This is an optimization exercise on Yosys and OpenROAD, whose aim is small area, not a production implementation.
Where RTL was checked, it was by simulation tests only, not by an equivalence proof against the original.
Power figures rest on the tool's default switching activity, not on a simulated workload.

==> run F: inputs <==
Design RainbowRGB, start of the top module:
module RainbowRGB
(input CLK
,input RST
,input BTN
,output[7:0]LED
,output[2:0]RGB
);
==> module RainbowRGB, before the edit <==
module RainbowRGB
(input CLK
,input RST
,input BTN
,output[7:0]LED
,output[2:0]RGB
);
reg[8:0]x;
reg[8:0]v;
wire xw=x[8]&x[7]&x[4]&x[2]&x[0];          
wire vw=v[8]&v[7]&v[4]&v[2]&v[0];          
wire x0=~(x[8]|x[7]|x[4]|x[2]|x[0]);       
wire v0=~(v[8]|v[7]|v[4]|v[2]|v[0]);       
always@(posedge CLK)
	if(RST|xw)
		x<=9'd106;
	else
		x<=x+1'b1;
always@(posedge CLK)
	if(RST)
		v<=9'd106;
	else if(xw)
		v<=vw?9'd106:v+1'b1;
wire up_low=x<v;
wire dw_low=!v0&&!(~x<v);
wire ramp=vw&&x0;    
reg[2:0]a;    
reg[1:0]q;    
always@(posedge CLK)
	if(RST)begin
		a<=3'd0;
		q<=2'd0;
	end
	else if(ramp)begin
		q<={q[1]^q[0],q[1]|~q[0]};
		if(q!=2'd0)
			a<=a-1'b1;
	end
reg b;           
reg[11:0]s;
reg kp;          
reg sel;         
wire D=s[11]&s[10]&!s[9]&!s[7]&s[6]&!s[5]&!s[4]&s[3]&!s[1];
always@(posedge CLK)
	b<=BTN;
always@(posedge CLK)
	if(RST)
		s<=12'h100;
	else if(BTN!=b)
		s<=12'h200;
	else
		s<={s[10:0],s[11]^s[10]};
always@(posedge CLK)
	if(RST)
		kp<=1'b0;
	else if(D)
		kp<=b;
always@(posedge CLK)
	if(RST)
		sel<=1'b0;
	else if(D&&b&&!kp)
		sel<=~sel;
wire U=up_low&&sel;
wire W=dw_low&&sel;
genvar i;
generate
for(i=0;i<8;i=i+1)begin:gl
	assign LED[i]=~((a==i&&U)||(a==((i+7)&7)&&W));
end
endgenerate
wire Ur=up_low&&!sel;
wire Wr=dw_low&&!sel;
assign RGB[0]=~((!q[1]&&Ur)||(q[1]&&!q[0]&&Wr));
assign RGB[1]=~((q[1]&&q[0]&&Ur)||(!q[1]&&Wr));
assign RGB[2]=~((q[1]&&!q[0]&&Ur)||(q[1]&&q[0]&&Wr));
endmodule
export LEC_CHECK = 0
export CAP_MARGIN = 20
export CORE_MARGIN = 2
export CORE_UTILIZATION = 40
export SLEW_MARGIN = 20
create_clock -name core_clock -period 10.0 [get_ports {CLK}]
standard.sh (not shown) runs the stock make flow with config.mk's settings and CLKGATE_MAP_FILE= SYNTH_SCRIPT=/design/flow/synth_recipe.tcl, a recipe that flattens the netlist after the stock synthesis.
==> flow/flow/run.sh <==
#!/bin/bash
bash standard.sh 'ADDER_MAP_FILE=' 'BUFFER_PORTS_ARGS=-buffer_cell sky130_fd_sc_hd__buf_1' finish > standard.log 2>&1
==> run E: changes against run F <==
==> flow/run.sh (new file) <==
#!/bin/bash
# synth_recipe.tcl (not shown) runs the flow's synth.tcl, then flattens the netlist and writes it again
# the make line also repeats each setting of config.mk as NAME=value (left out here)
make -C /OpenROAD-flow-scripts/flow DESIGN_CONFIG=/design/flow/config.mk WORK_HOME=/design/flow/orfs CLKGATE_MAP_FILE= SYNTH_SCRIPT=/design/flow/synth_recipe.tcl finish
removed: flow/flow/run.sh
removed: flow/standard.sh
==> run H: changes against run F <==
==> flow/design.v (replaced) <==
module PWM
(input CLK
,input RST 
,input FLAG 
,output STT 
,output STR 
,output PWM
);
reg[12:0]cnt1;
reg[12:0]cnt2;
parameter[12:0]freq=13'd300; 
reg stt;
always@(posedge CLK)
	if(RST)
		stt<=1'b0;
	else if(cnt2==freq-1'b1)
		stt<=1'b1;
	else
		stt<=1'b0;
assign STT=stt;
assign STR=(cnt2==freq-1'b1)&&!stt;
always@(posedge CLK)
	if(RST)
		cnt1<=1'b0;
	else if(cnt1>=freq-1'b1)
		cnt1<=1'b0;
	else
		cnt1<=cnt1+1'b1;
always@(posedge CLK)
	if(RST)
		cnt2<=1'b0;
	else if(cnt1==freq-1'b1)
		if(FLAG)
			if(cnt2>=freq-1'b1)
				cnt2<=1'b0;
			else
				cnt2<=cnt2+1'b1;
		else
			if(cnt2<=0)
				cnt2<=freq-1'b1;
			else
				cnt2<=cnt2-1'b1;
	else
		cnt2<=cnt2;
assign PWM=(cnt1<cnt2)?1'b0:1'b1;
endmodule
module DBC
(input CLK
,input RST 
,input KEY 
,output KP 
,output KR 
);
reg[18:0]cnt_h; 
reg[18:0]cnt_l; 
reg kp;
always @(posedge CLK)
	if(RST)
		cnt_l<=0;
	else if(!KEY)
		cnt_l<=cnt_l+1'b1;
	else
		cnt_l<=0;
always@(posedge CLK)
	if(RST)
		cnt_h<=0;
	else if(KEY)
		cnt_h<=cnt_h+1'b1;
	else
		cnt_h<= 0;
always@(posedge CLK)
	if(RST)
		kp<=0;
	else if(cnt_h==19'h00bb8)
		kp<=1;
	else if(cnt_l==19'h00bb8)
		kp<=0;
	else
		kp<=kp;
assign KP=kp;
assign KR=(cnt_h==19'h00bb8)&&!kp;
endmodule
module LED(input CLK,input RST,input[2:0]FLAG,output LED);
wire UP;
wire DW;
wire STT0;
wire STT1;
wire STR0;
wire STR1;
PWM up(CLK,RST,1'b1,STT0,STR0,UP);
PWM dw(CLK,RST,1'b0,STT1,STR1,DW);
reg[2:0]flag;
reg E;
always@(posedge CLK)
	if(RST)begin
		flag<=FLAG;
		E<=1'b0;
	end
	else if(STR0)
		if(!E)begin
			flag<=FLAG;
			E<=1'b1;
		end
		else if(flag==3'b111)
			flag<=1'b0;
		else
			flag<=flag+1'b1;
assign LED=(flag==3'b000)?UP:((flag==3'b001)?DW:1'b1);
endmodule
module RGB(input CLK,input RST,input[1:0]FLAG,output LED);
wire UP;
wire DW;
wire STT0;
wire STT1;
wire STR0;
wire STR1;
PWM up(CLK,RST,1'b1,STT0,STR0,UP);
PWM dw(CLK,RST,1'b0,STT1,STR1,DW);
reg[1:0]flag;
reg E;
always@(posedge CLK)
	if(RST)begin
		flag<=FLAG;
		E<=1'b0;
	end
	else if(STR0)
		if(!E)begin
			flag<=FLAG;
			E<=1'b1;
		end
		else if(flag==2'b10)
			flag<=1'b0;
		else
			flag<=flag+1'b1;
assign LED=(flag==2'b00)?UP:((flag==2'b01)?DW:1'b1);
endmodule
module RainbowRGB
(input CLK
,input RST
,input BTN
,output[7:0]LED
,output[2:0]RGB
);
wire BP;
wire BR;
DBC i0(CLK,RST,BTN,BP,BR);
reg E;
always@(posedge CLK)
	if(RST)
		E<=1'b0;
	else if(BR)
		E<=~E;
wire[7:0]led;
LED i1(CLK,RST,3'b000,led[0]);
LED i2(CLK,RST,3'b001,led[1]);
LED i3(CLK,RST,3'b010,led[2]);
LED i4(CLK,RST,3'b011,led[3]);
LED i5(CLK,RST,3'b100,led[4]);
LED i6(CLK,RST,3'b101,led[5]);
LED i7(CLK,RST,3'b110,led[6]);
LED i8(CLK,RST,3'b111,led[7]);
assign LED=(E==1)?led:8'b1111_1111;
wire[2:0]rgb;
RGB i9(CLK,RST,2'b00,rgb[0]);
RGB i10(CLK,RST,2'b01,rgb[1]);
RGB i11(CLK,RST,2'b10,rgb[2]);
assign RGB=(E==0)?rgb:3'b111;
endmodule
==> flow/run.sh (new file) <==
#!/bin/bash
# synth_recipe.tcl (not shown) runs the flow's synth.tcl, then flattens the netlist and writes it again
# the make line also repeats each setting of config.mk as NAME=value (left out here)
make -C /OpenROAD-flow-scripts/flow DESIGN_CONFIG=/design/flow/config.mk WORK_HOME=/design/flow/orfs CLKGATE_MAP_FILE= SYNTH_SCRIPT=/design/flow/synth_recipe.tcl finish
removed: flow/flow/run.sh
removed: flow/standard.sh
==> comparison table <==
                                                                          run E                             run H                      run F
Outcome                                                          finished clean                    finished clean             finished clean
Stage delay of the slowest cell on the critical path                    0.66 ns                           0.64 ns                    0.60 ns
DR iter-0 viols                                                             105                              1384                        124
Die X                                                                   78.0 um                            298 um                    75.5 um
Arrival time reported for the critical path endpoint                    3.03 ns                           3.23 ns                    2.50 ns
Cells after Synth                                                           244                              4060                        235
Met3 demand-to-capacity share in global routing                           3.60%                             2.60%                      3.17%
Critical path's slowest cell                          sky130_fd_sc_hd__a311oi_2  sky130_fd_sc_hd__clkdlybuf4s50_1  sky130_fd_sc_hd__a221oi_2
Critical Path Source                                                       v[1]                    i11.up.cnt2[2]                       v[2]
Final Total Pwr                                                          315 uW                           5.84 mW                     284 uW
P per Cell Area                                                      127 mW/mm2                        149 mW/mm2                 135 mW/mm2
Met2 GRT Util                                                             23.4%                             25.3%                      21.0%
Routed WL                                                               4100 um                          71100 um                    3640 um
Area of the core                                                    0.00520 mm2                        0.0855 mm2                0.00501 mm2
Post-Synthesis Mean Instance Area                                      8.97 um2                          8.54 um2                   8.69 um2
Clock-cell share of area                                                  4.54%                             7.14%                      4.54%
Internal power                                                           246 uW                           4.59 mW                     217 uW
Total clock network power                                                132 uW                           3.05 mW                     109 uW
Initial Utilization                                                       42.1%                             40.5%                      40.8%
The RTL of run F and run E was laid out without a check of its function.

## static timing again, ports no longer ideal
No port has a modelled driver above. Below, the same layouts with a new extraction and two added sets of constraints. Step 1 assumes that a clkbuf_16 drives the clock port and a buf_2 every other input. Step 2 also shifts input and output timing later by t, the mid clock arrival at the registers, as if the neighbouring blocks saw the same clock. Slacks: ideal / step 1 / step 2; pairs: ideal / step 1.
run	t (ns)	setup WS [ns]	worst setup path after step 2	clock arrival spread, ns	worst register clock-pin slew, ns
run F	0.310	5.501 / 5.477 / 5.787	register to output	0.010 / 0.011	0.08 / 0.08
run E	0.315	4.970 / 4.941 / 5.256	register to output	0.004 / 0.005	0.07 / 0.07
run H	0.692	4.768 / 4.703 / 5.320	input to register	0.032 / 0.033	0.06 / 0.06
After both steps setup and hold are still met in every run listed.
